Background: an optimization exercise with open tools, aiming at small area. Do not read the settings as production practice. RTL that was checked went through simulation tests only; none was proved equivalent to the original. No activity file was given, so power comes from the tool's default toggle rates.

==> inputs of 11-22 <==
==> flow/design.v (excerpt) <==
module count(clk, rst, key_reset, key_start_pause, key_display,
                    hex0, hex1, hex2, hex3, hex4, hex5,
                    led0, led1, led2, led3                  );
input          clk, rst, key_reset, key_start_pause, key_display;
output  [6:0]  hex0, hex1, hex2, hex3, hex4, hex5;
output         led0, led1, led2, led3;
reg         working, counting, display;
reg [4:0]   cnt;
reg [3:0]   d0, d1, d2, d4;
reg [2:0]   d3, d5;
reg [3:0]   s0, s1, s2, s4;
reg [2:0]   s3, s5;
wire reset_set, start_set, display_set;
assign led0 = working;
assign led1 = counting;
assign led2 = display;
assign led3 = 1'b0;
sevenseg  led8_0(.data(s0), .show(hex0));
sevenseg  led8_1(.data(s1), .show(hex1));
sevenseg  led8_2(.data(s2), .show(hex2));
sevenseg6 led8_3(.data(s3), .show(hex3));
sevenseg  led8_4(.data(s4), .show(hex4));
sevenseg6 led8_5(.data(s5), .show(hex5));
debounce rst_key(.clk(clk), .rst(rst), .button(key_reset), .pressed(reset_set));
debounce stt(.clk(clk), .rst(rst), .button(key_start_pause), .pressed(start_set));
debounce dsp(.clk(clk), .rst(rst), .button(key_display), .pressed(display_set));
wire clr = rst | reset_set;
always @ (posedge clk)
begin
  working  <= ~clr & (start_set | working);
  counting <= ~clr & (start_set ^ counting);
  display  <= ~clr & (display_set ^ display);
end
wire pulse = (cnt == 5'd9);
wire run   = counting;
always @ (posedge clk)
begin
  cnt[0]   <= ~clr & (pulse ? run : (run ? ~(cnt[4] ^ cnt[2]) : cnt[0]));
  cnt[4:1] <= (clr | pulse) ? 4'd0 : (run ? cnt[3:0] : cnt[4:1]);
end
wire l0 = d0[3] & d0[1];
wire l1 = d1[3] & d1[1];
wire l2 = d2[3] & d2[1];
wire l3 = d3[2] & d3[1];
wire l4 = d4[3] & d4[1];
wire l5 = d5[2] & d5[1];
function [3:0] dec10;
  input [3:0] d;
  input       c, l;
  begin
    dec10[0] = d[0] ^ c;
    dec10[1] = ~l & (d[1] ^ (c & d[0]));
    dec10[2] = d[2] ^ (c & d[0] & d[1]);
    dec10[3] = ~l & (d[3] ^ (c & d[0] & d[1] & d[2]));
  end
endfunction
function [2:0] dec6;
  input [2:0] d;
  input       c, l;
  begin
    dec6[0] = d[0] ^ c;
  ...
==> module debounce, before the edit <==
module debounce(clk, rst, button, pressed);
input   clk, rst, button;
output  pressed;
reg  [8:0]  last;
parameter   QSTATE = 9'd67;    
wire q   = (last == QSTATE);
wire clr = rst | button;
wire fb  = ~(last[8] ^ last[4]);
assign pressed = q;
always @ (posedge clk)
begin
  last[0]   <= ~clr & (q | fb);
  last[8:1] <= (clr | q) ? 8'd0 : last[7:0];
end
endmodule
==> module count, before the edit <==
module count(clk, rst, key_reset, key_start_pause, key_display,
                    hex0, hex1, hex2, hex3, hex4, hex5,
                    led0, led1, led2, led3                  );
input          clk, rst, key_reset, key_start_pause, key_display;
output  [6:0]  hex0, hex1, hex2, hex3, hex4, hex5;
output         led0, led1, led2, led3;
reg         working, counting, display;
reg [4:0]   cnt;
reg [3:0]   d0, d1, d2, d4;
reg [2:0]   d3, d5;
reg [3:0]   s0, s1, s2, s4;
reg [2:0]   s3, s5;
wire reset_set, start_set, display_set;
assign led0 = working;
assign led1 = counting;
assign led2 = display;
assign led3 = 1'b0;
sevenseg  led8_0(.data(s0), .show(hex0));
sevenseg  led8_1(.data(s1), .show(hex1));
sevenseg  led8_2(.data(s2), .show(hex2));
sevenseg6 led8_3(.data(s3), .show(hex3));
sevenseg  led8_4(.data(s4), .show(hex4));
sevenseg6 led8_5(.data(s5), .show(hex5));
debounce rst_key(.clk(clk), .rst(rst), .button(key_reset), .pressed(reset_set));
debounce stt(.clk(clk), .rst(rst), .button(key_start_pause), .pressed(start_set));
debounce dsp(.clk(clk), .rst(rst), .button(key_display), .pressed(display_set));
wire clr = rst | reset_set;
always @ (posedge clk)
begin
  working  <= ~clr & (start_set | working);
  counting <= ~clr & (start_set ^ counting);
  display  <= ~clr & (display_set ^ display);
end
wire pulse = (cnt == 5'd9);
wire run   = counting;
always @ (posedge clk)
begin
  cnt[0]   <= ~clr & (pulse ? run : (run ? ~(cnt[4] ^ cnt[2]) : cnt[0]));
  cnt[4:1] <= (clr | pulse) ? 4'd0 : (run ? cnt[3:0] : cnt[4:1]);
end
wire l0 = d0[3] & d0[1];
wire l1 = d1[3] & d1[1];
wire l2 = d2[3] & d2[1];
wire l3 = d3[2] & d3[1];
wire l4 = d4[3] & d4[1];
wire l5 = d5[2] & d5[1];
function [3:0] dec10;
  input [3:0] d;
  input       c, l;
  begin
    dec10[0] = d[0] ^ c;
    dec10[1] = ~l & (d[1] ^ (c & d[0]));
    dec10[2] = d[2] ^ (c & d[0] & d[1]);
    dec10[3] = ~l & (d[3] ^ (c & d[0] & d[1] & d[2]));
  end
endfunction
function [2:0] dec6;
  input [2:0] d;
  input       c, l;
  begin
    dec6[0] = d[0] ^ c;
    dec6[1] = ~l & (d[1] ^ (c & d[0]));
    dec6[2] = ~l & (d[2] ^ (c & d[0] & d[1]));
  end
endfunction
always @ (posedge clk)
begin
  d0 <= {4{~clr}} & dec10(d0, pulse, l0);
  d1 <= {4{~clr}} & dec10(d1, l0, l1);
  d2 <= {4{~clr}} & dec10(d2, l1, l2);
  d3 <= {3{~clr}} & dec6(d3, l2, l3);
  d4 <= {4{~clr}} & dec10(d4, l3, l4);
  d5 <= {3{~clr}} & dec6(d5, l4, l5);
end
wire hold = display & ~rst;
wire load = ~display & ~rst;
always @ (posedge clk)
begin
  s0 <= (s0 & {4{hold}}) | (d0 & {4{load}});
  s1 <= (s1 & {4{hold}}) | (d1 & {4{load}});
  s2 <= (s2 & {4{hold}}) | (d2 & {4{load}});
  s3 <= (s3 & {3{hold}}) | (d3 & {3{load}});
  s4 <= (s4 & {4{hold}}) | (d4 & {4{load}});
  s5 <= (s5 & {3{hold}}) | (d5 & {3{load}});
end
endmodule
export LEC_CHECK = 0
export CAP_MARGIN = 20
export CORE_MARGIN = 2
export CORE_UTILIZATION = 50
export SLEW_MARGIN = 20
create_clock -name core_clock -period 5.0 [get_ports {clk}]
standard.sh (not shown) runs the stock make flow with config.mk's settings and CLKGATE_MAP_FILE= SYNTH_SCRIPT=/design/flow/synth_recipe.tcl, a recipe that flattens the netlist after the stock synthesis.
==> flow/flow/run.sh <==
#!/bin/bash
# Own layout flow: the standard layout (standard.sh), with
#  - synthesis mapped by ABC for area (my_synth.tcl, area.abc), no adder extraction;
#  - the smallest buffer on the ports;
#  - small clock buffers.
set -euo pipefail
W=$(pwd)
sed -e "s|SYNTH_SCRIPT=[^ ]*|SYNTH_SCRIPT=$W/flow/my_synth.tcl ADDER_MAP_FILE=|" standard.sh > own_standard.sh
bash own_standard.sh \
  "BUFFER_PORTS_ARGS=-buffer_cell sky130_fd_sc_hd__buf_1" \
  "CTS_ARGS=-sink_clustering_enable -repair_clock_nets -buf_list sky130_fd_sc_hd__clkbuf_8 -root_buf sky130_fd_sc_hd__clkbuf_8 -sink_clustering_size 80 -sink_clustering_max_diameter 500 -dont_use_dummy_load" \
  finish > make.log 2>&1
==> flow/flow/area.abc <==
strash
&get -n
&st
&dch -f
&nf -R 1000
&put
topo
==> flow/flow/my_synth.tcl <==
# Standard synthesis (synth_recipe.tcl), except that ABC maps with the area
# script beside this file and without a delay target.
set my_abc_script [file join [file dirname [file normalize [info script]]] area.abc]
proc synth {args} { yosys synth -nofsm -noshare {*}$args }
proc abc {args} {
  global my_abc_script
  set out {}
  set skip 0
  foreach a $args {
    if {$skip} { set skip 0; continue }
    if {$a eq "-script" || $a eq "-D"} { set skip 1; continue }
    lappend out $a
  }
  yosys abc -script $my_abc_script {*}$out
}
source $::env(SCRIPTS_DIR)/synth.tcl
# left out here: clear keep_hierarchy, flatten, clean up, hide names made inside functions, write 1_2_yosys.v
==> 03-02 (differences from 11-22) <==
--- a/flow/design.v
+++ b/flow/design.v
@@ -25,12 +25,11 @@
 output  pressed;
-reg  [8:0]  last;
-parameter   QSTATE = 9'd67;    
-wire q   = (last == QSTATE);
-wire clr = rst | button;
-wire fb  = ~(last[8] ^ last[4]);
-assign pressed = q;
+reg         pressed;
+reg [8:0]   last;
+parameter   TERM = 9'd33;    
+wire term = (last == TERM);
+wire clr  = rst | button | term;
 always @ (posedge clk)
 begin
-  last[0]   <= ~clr & (q | fb);
-  last[8:1] <= (clr | q) ? 8'd0 : last[7:0];
+  last    <= clr ? 9'd0 : {last[7:0], ~(last[8] ^ last[4])};
+  pressed <= ~(rst | button) & term;
 end
@@ -45,2 +44,3 @@
 reg         working, counting, display;
+reg         pulse;
 reg [4:0]   cnt;
@@ -55,7 +55,7 @@
 assign led3 = 1'b0;
-sevenseg  led8_0(.data(s0), .show(hex0));
-sevenseg  led8_1(.data(s1), .show(hex1));
-sevenseg  led8_2(.data(s2), .show(hex2));
+sevenseg led8_0(.data(s0), .show(hex0));
+sevenseg led8_1(.data(s1), .show(hex1));
+sevenseg led8_2(.data(s2), .show(hex2));
 sevenseg6 led8_3(.data(s3), .show(hex3));
-sevenseg  led8_4(.data(s4), .show(hex4));
+sevenseg led8_4(.data(s4), .show(hex4));
 sevenseg6 led8_5(.data(s5), .show(hex5));
@@ -65,2 +65,3 @@
 wire clr = rst | reset_set;
+wire tterm = (cnt == 5'd20);    
 always @ (posedge clk)
@@ -70,54 +71,28 @@
   display  <= ~clr & (display_set ^ display);
+  pulse    <= ~clr & counting & tterm;
+  if (clr | (counting & tterm)) cnt <= 5'd0;
+  else if (counting) cnt <= {cnt[3:0], ~(cnt[4] ^ cnt[2])};
 end
-wire pulse = (cnt == 5'd9);
-wire run   = counting;
+wire c0 = pulse, c1 = (d0 == 4'd10), c2 = (d1 == 4'd10), c3 = (d2 == 4'd10),
+     c4 = (d3 == 3'd6), c5 = (d4 == 4'd10), c6 = (d5 == 3'd6);
 always @ (posedge clk)
 begin
-  cnt[0]   <= ~clr & (pulse ? run : (run ? ~(cnt[4] ^ cnt[2]) : cnt[0]));
-  cnt[4:1] <= (clr | pulse) ? 4'd0 : (run ? cnt[3:0] : cnt[4:1]);
+  if (clr) begin
+    d0 <= 0; d1 <= 0; d2 <= 0; d3 <= 0; d4 <= 0; d5 <= 0;
+  end else begin
+    d0 <= c0 ? d0 + 4'd1 : c1 ? 4'd0 : d0;
+    d1 <= c1 ? d1 + 4'd1 : c2 ? 4'd0 : d1;
+    d2 <= c2 ? d2 + 4'd1 : c3 ? 4'd0 : d2;
+    d3 <= c3 ? d3 + 3'd1 : c4 ? 3'd0 : d3;
+    d4 <= c4 ? d4 + 4'd1 : c5 ? 4'd0 : d4;
+    d5 <= c5 ? d5 + 3'd1 : c6 ? 3'd0 : d5;
+  end
 end
-wire l0 = d0[3] & d0[1];
-wire l1 = d1[3] & d1[1];
-wire l2 = d2[3] & d2[1];
-wire l3 = d3[2] & d3[1];
-wire l4 = d4[3] & d4[1];
-wire l5 = d5[2] & d5[1];
-function [3:0] dec10;
-  input [3:0] d;
-  input       c, l;
-  begin
-    dec10[0] = d[0] ^ c;
-    dec10[1] = ~l & (d[1] ^ (c & d[0]));
-    dec10[2] = d[2] ^ (c & d[0] & d[1]);
-    dec10[3] = ~l & (d[3] ^ (c & d[0] & d[1] & d[2]));
-  end
-endfunction
-function [2:0] dec6;
-  input [2:0] d;
-  input       c, l;
-  begin
-    dec6[0] = d[0] ^ c;
-    dec6[1] = ~l & (d[1] ^ (c & d[0]));
-    dec6[2] = ~l & (d[2] ^ (c & d[0] & d[1]));
-  end
-endfunction
 always @ (posedge clk)
 begin
-  d0 <= {4{~clr}} & dec10(d0, pulse, l0);
-  d1 <= {4{~clr}} & dec10(d1, l0, l1);
-  d2 <= {4{~clr}} & dec10(d2, l1, l2);
-  d3 <= {3{~clr}} & dec6(d3, l2, l3);
-  d4 <= {4{~clr}} & dec10(d4, l3, l4);
-  d5 <= {3{~clr}} & dec6(d5, l4, l5);
-end
-wire hold = display & ~rst;
-wire load = ~display & ~rst;
-always @ (posedge clk)
-begin
-  s0 <= (s0 & {4{hold}}) | (d0 & {4{load}});
-  s1 <= (s1 & {4{hold}}) | (d1 & {4{load}});
-  s2 <= (s2 & {4{hold}}) | (d2 & {4{load}});
-  s3 <= (s3 & {3{hold}}) | (d3 & {3{load}});
-  s4 <= (s4 & {4{hold}}) | (d4 & {4{load}});
-  s5 <= (s5 & {3{hold}}) | (d5 & {3{load}});
+  if (rst) begin
+    s0 <= 0; s1 <= 0; s2 <= 0; s3 <= 0; s4 <= 0; s5 <= 0;
+  end else if (~display) begin
+    s0 <= d0; s1 <= d1; s2 <= d2; s3 <= d3; s4 <= d4; s5 <= d5;
+  end
 end
==> flow/run.sh (new file) <==
#!/bin/bash
# synth_recipe.tcl (not shown) runs the flow's synth.tcl, then flattens the netlist and writes it again
# the make line also repeats each setting of config.mk as NAME=value (left out here)
make -C /OpenROAD-flow-scripts/flow DESIGN_CONFIG=/design/flow/config.mk WORK_HOME=/design/flow/orfs CLKGATE_MAP_FILE= SYNTH_SCRIPT=/design/flow/synth_recipe.tcl finish
ABC_AREA = 1   (was not set)
ABC_CLOCK_PERIOD_IN_PS = 100000   (was not set)
CORE_UTILIZATION = 40   (was 50)
removed: flow/flow/run.sh
removed: flow/flow/area.abc
removed: flow/flow/my_synth.tcl
removed: flow/standard.sh
==> 05-27 (differences from 11-22) <==
--- a/flow/flow/run.sh
+++ b/flow/flow/run.sh
@@ -10,3 +10,2 @@
   "BUFFER_PORTS_ARGS=-buffer_cell sky130_fd_sc_hd__buf_1" \
-  "CTS_ARGS=-sink_clustering_enable -repair_clock_nets -buf_list sky130_fd_sc_hd__clkbuf_8 -root_buf sky130_fd_sc_hd__clkbuf_8 -sink_clustering_size 80 -sink_clustering_max_diameter 500 -dont_use_dummy_load" \
   finish > make.log 2>&1
==> summary of the runs <==
- Sequential cell count: 03-02 is higher than 11-22 (4).
- In 11-22 the sequential power is lower than in 03-02, by about 4.7%.
- Die area: 11-22 is smaller than 03-02 (about 36%).
- In critical path depth, 05-27 and 11-22 do not differ.
- The lowest hold slack belongs to 03-02, the highest to 05-27.
- Non-clock buffer count is the same in 05-27 and 11-22.
==> figures <==
                                                                                 11-22           03-02            05-27
Run status                                                              finished clean  finished clean   finished clean
Worst setup margin                                                             2.62 ns         2.18 ns          2.62 ns
Switching part of the total                                                      20.2%           20.1%            20.4%
Minimum clock period after layout                                              2.38 ns         2.82 ns          2.38 ns
Sequential logic power                                                        0.632 mW        0.663 mW         0.632 mW
Number of DRC markers after the initial detailed-route iteration                    95              91               82
Proportion of cell area occupied by registers                                    47.2%           36.5%            46.0%
Count of buffering cells on the critical path with inverters included                1               2                1
Fin nets                                                                           373             559              373
Number of combinational gates with multiple inputs                                 219             320              219
Starting utilization of the core area                                            50.9%           41.0%            50.9%
Cell Area, Placed                                                           3230 sq um      4300 sq um       3230 sq um
Reg-to-reg endpoint                                                    rst_key.last[7]           d0[1]  rst_key.last[7]
Clkbuf count                                                                         9              10               10
No functional check of the RTL was part of 11-22 and 05-27.

==> port drivers added, routing unchanged <==
In the flow no input, the clock included, has a driving cell. The finished layouts below were timed again as built, in two steps.
Step 1 sets driving cells, clkbuf_16 on the clock port and buf_2 on the other inputs (assumed; they add their load-dependent delay and slew).
Step 2, shift: input delay + t, output delay - t, t = (earliest + latest rising clock arrival at the registers) / 2. This alone moves slack from input paths to output paths.
Slacks: no drivers / after step 1 / after step 2; pairs: no drivers / after step 1.
run | t (ns) | slack for setup (ns) | worst register clock-pin slew, ns
11-22 | 0.360 | 2.620 / 2.593 / 2.387 | 0.08 / 0.08
03-02 | 0.374 | 2.182 / 2.153 / 2.527 | 0.09 / 0.09
05-27 | 0.365 | 2.617 / 2.590 / 2.409 | 0.08 / 0.08
After both steps every run listed still meets setup and hold. For 11-22, which loses most, drivers alone change the setup slack by -0.027 ns; drivers and shift together by -0.233 ns.
